From an optimization exercise on the open Yosys and OpenROAD flow, aimed at small area, a short achievable clock period and few clock cycles; shortcuts taken in it are not production practice. RTL that was checked went through simulation tests only; none was proved equivalent to the original. No activity file was given, so power comes from the tool's default toggle rates.

Setup of run A:
// cpu
module cpu(clk,reset,N,V,Z, mem_cmd, mem_addr, read_data, write_data);
Size in the first run: about 1000 cells after synthesis, about 200 flip-flops, ~48 I/O pins, roughly 11000 sq um of cells after synthesis.
==> flow/config.mk <==
export PLATFORM = sky130hd
export DESIGN_NAME = cpu
export DESIGN_NICKNAME = cpu
export VERILOG_FILES = /design/flow/design.v
export SDC_FILE = /design/flow/constraint.sdc
export NUM_CORES = 4
export LEC_CHECK = 0
export CAP_MARGIN = 20
export CORE_MARGIN = 2
export CORE_UTILIZATION = 40
export SETUP_SLACK_MARGIN = 3.5
export SLEW_MARGIN = 20
==> flow/constraint.sdc <==
create_clock -name core_clock -period 7.0 [get_ports {clk}]
set_input_delay 1.4000 -clock core_clock [delete_from_list [all_inputs] [get_ports {clk}]]
set_output_delay 1.4000 -clock core_clock [all_outputs]
set_load 0.01 [all_outputs]
run.sh (not shown) runs the stock make flow with config.mk's settings and CLKGATE_MAP_FILE= SYNTH_SCRIPT=/design/flow/synth_recipe.tcl, a recipe that flattens the netlist after the stock synthesis.
Run A ended with every stage complete and zero timing, DRC or antenna violations.
Setup changes, run A to run B
- SETUP_SLACK_MARGIN now 2.5, was 3.5
- Going from run A to run B, routed wire length on met2 grew slightly.
- Run B reports a lower data required time of the critical path than run A does.
- On internal cell power, the lower figure sits with run B, not run A.
- Cmp run B and run A / sum of buffers and inverters on the critical path / lower: run B
- Clock tree buffer depth: run B vs run A identical
- Of run B and run A, the run reporting the higher critical path depth was run A.
- Looking only at final non-filler cell total, and setting everything else aside, the higher value of run B and run A goes to run B.
- NOTE: area added between synthesis and finish in run B falls short of that of run A
- Across both runs, setup slack of the critical path after layout was lower for run B than for run A.
No functional check of the RTL was part of any run of this note.

build 24:
cpu, a different RTL version from the one above (not shown whole).
For scale: roughly 1400 cells after synthesis, ~48 I/O pins, roughly 13000 um2 of cells after synthesis.
Settings: LEC_CHECK=0, ABC_AREA=1, CAP_MARGIN=20, CORE_MARGIN=2, CORE_UTILIZATION=40, CTS_CLUSTER_DIAMETER=100, CTS_CLUSTER_SIZE=24, SETUP_SLACK_MARGIN=4.25, SLEW_MARGIN=20; clock period 7.0 ns.
Build 24 has completed all stages; timing, DRC and antenna checks passed.
Testbench counts of build 24, summed over its fixed seeds: cycles 17,825.
Input changes introduced in build 2 (baseline for comparison: build 24):
- a change of CORE_UTILIZATION from 40 to 55
- an added PLACE_DENSITY of 0.75
- a change of SETUP_SLACK_MARGIN from 4.25 to 4.5
==> run summary <==
Delta (build 2 minus build 24): clock latency on the worst-skew pair has remained practically unchanged, global-route usage moved up, routed metal-1 wire length went down. Post-CTS clock slew at the launch and capture registers of the worst setup and hold paths: build 2 vs build 24 — no meaningful difference. Non-clock buffer share of cell area ended up 0.89 points higher on build 2 than on build 24. Est. power | build 2 vs build 24 | build 2 higher. Build 2 vs build 24 on clock network fraction of total power: build 2 is the lower one. Compared with build 24, in build 2 worst slack after detailed placement rose 0.080 ns, clock tree cell share of total cell area fell 0.19 points. On setup slack, the higher figure sits with build 2, not build 24.
[inputs] build 47 vs build 2
- ABC_AREA changed from 1 to 0
--- outcome ---
- Comparing build 2 and build 47, the lower die area is on build 2.
- On total of max-cap violations, build 47 tracks build 2 almost exactly.
- Delta (build 47 minus build 2): multi-input combinational gate total dropped 101, register-to-register slack shrank by 0.57 ns, power neither gained nor lost much.
- Looking only at site row count, and setting everything else aside, the higher value of build 2 and build 47 goes to build 47.
- Changes observed in build 47 relative to build 2: wire length of the first global-routing pass saw little to no change; highest attainable clock frequency saw a decrease.
- Post-route cell area: build 47 > build 2
- When build 47 is set beside build 2, its xor and xnor area share after synthesis turns out to be 2.1 points larger.
Input-level comparison between build 96 and build 47:
- a change of CORE_UTILIZATION from 55 to 40
- a deleted PLACE_DENSITY that had been 0.75
- a change of ABC_AREA from 0 to 1
- a change of SETUP_SLACK_MARGIN from 4.5 to 5.0
Notes after the runs:
Build 96: full flow OK, the timing, DRC and antenna checks passed
Compared with build 47, build 96 shows a lower worst slew margin relative to its limit.
Non-clock buffer count is lower on build 47
The area share of fa/ha/maj cells after synthesis was comparable across build 96 and build 47.
The share of the clock period used by the worst path after layout reported for build 96 is smaller than that of build 47 by 6.9 points.
Comparing build 96 against build 47, there is no change at all in share of synthesized flip-flops with an asynchronous set or reset.
Against build 47, build 96 comes in 16% higher on standard-cell row count.
For fill cell total of the finished layout, dividing the value from build 96 by the value from build 47 gives 1.7.
Compare build 96 and build 47 | logic gate share of total power lower: build 47
Build 96 vs build 47 — area taken by multi-input logic gates dropped about 0.3%.
The inputs of build 14 differ from those of build 96 as listed below.
- PLACE_DENSITY: unset -> 0.75
- CORE_UTILIZATION: 40 -> 55
- SETUP_SLACK_MARGIN: 5.0 -> 4.25
==> comparison <==
- Each of the runs, namely build 14 and build 96, reached the end of the flow and came out clean.
- Higher final critical delay including setup and external delays among build 14 and build 96: build 14
- Going from build 96 to build 14, the first-pass GRT wire length was found to have gone down by 8.4 mm.
- Build 14 against build 96: fmax fell by about 3%, worst hold slack fell by 0.021 ns, power after layout fell by 14%.

== raven ==
Another version of the RTL of cpu (not shown whole).
Size in the first run: roughly 1300 cells after synthesis, ~220 flip-flops, ~48 I/O pins, roughly 12000 µm² of cells after synthesis.
==> flow/config.mk <==
export PLATFORM = sky130hd
export DESIGN_NAME = cpu
export DESIGN_NICKNAME = cpu
export VERILOG_FILES = /design/flow/design.v
export SDC_FILE = /design/flow/constraint.sdc
export NUM_CORES = 4
export LEC_CHECK = 0
export ABC_AREA = 1
export CAP_MARGIN = 20
export CORE_MARGIN = 2
export CORE_UTILIZATION = 40
export CTS_CLUSTER_DIAMETER = 100
export CTS_CLUSTER_SIZE = 24
export SETUP_SLACK_MARGIN = 4.5
export SLEW_MARGIN = 20
==> flow/constraint.sdc <==
create_clock -name core_clock -period 7.0 [get_ports {clk}]
set_input_delay 1.4000 -clock core_clock [delete_from_list [all_inputs] [get_ports {clk}]]
set_output_delay 1.4000 -clock core_clock [all_outputs]
set_load 0.01 [all_outputs]
What sierra does differently from raven at the input level:
Settings: a change of ABC_AREA from 1 to 0.
Findings:
- Pin count of the biggest net entering global routing, sierra and raven: larger value in sierra
- Worst relative slew slack, sierra and raven: lower on sierra
- In the flow results for sierra and raven, the number of instances in the synthesized netlist is larger on raven.
- Changes observed in sierra relative to raven: worst path setup slack after routing -94 ps, proportion of register bits with asynchronous set or reset after synthesis neither gained nor lost much, register-to-register slack went down 90 ps.
- sierra vs raven — count of TritonRoute iterations in the first routing pass dropped 4.
- Looking only at global-route wire length before repair, and setting everything else aside, the lower value of sierra and raven goes to raven.
- On layout-stage area growth over the synthesis result: between sierra and raven, it ends up higher for raven.
Function was not checked in any run of this note: the RTL went through the layout flow alone.

-- afterwards: timing with drivers on the ports --
The results above use ideal ports. As a check the final layouts listed here were re-extracted and re-timed, cells and wires unchanged. Step 1 sets driving cells, clkbuf_16 on the clock port and buf_2 on the other inputs (assumed; they add their load-dependent delay and slew). Step 2 adds t to the input delays and takes it off the output delays; t is the mean of the earliest and latest rising clock arrival at the registers after step 1. Input paths then give back, and output paths get back, about the clock's delay inside the block. Slacks: ideal ports / drivers / drivers and shift; pairs: ideal ports / drivers.
run | shift t [ns] | slack for setup (ns) | worst setup path after step 2 | worst register clock-pin slew, ns | worst slew at a driven data input, ns
run A | 0.502 | 1.848 / 1.848 / 1.848 | register to register | 0.09 / 0.09 | 0.03
run B | 0.493 | 1.833 / 1.833 / 1.833 | register to register | 0.09 / 0.09 | 0.04
build 24 | 0.533 | 4.295 / 4.246 / 3.920 | input to register | 0.11 / 0.11 | 0.03
build 2 | 0.544 | 4.444 / 4.444 / 4.078 | input to register | 0.10 / 0.10 | 0.04
build 47 | 0.542 | 3.879 / 3.879 / 3.879 | register to register | 0.10 / 0.10 | 0.03
build 96 | 0.551 | 4.363 / 4.363 / 4.363 | register to register | 0.10 / 0.10 | 0.04
build 14 | 0.546 | 4.282 / 4.232 / 3.942 | input to register | 0.10 / 0.10 | 0.04
raven | 0.534 | 3.580 / 3.580 / 3.580 | register to register | 0.11 / 0.11 | 0.03
sierra | 0.540 | 3.486 / 3.486 / 3.486 | register to register | 0.11 / 0.11 | 0.04
After both steps setup and hold are still met in every run listed. For build 24, which loses most, drivers alone change the setup slack by -0.049 ns; drivers and shift together by -0.375 ns.
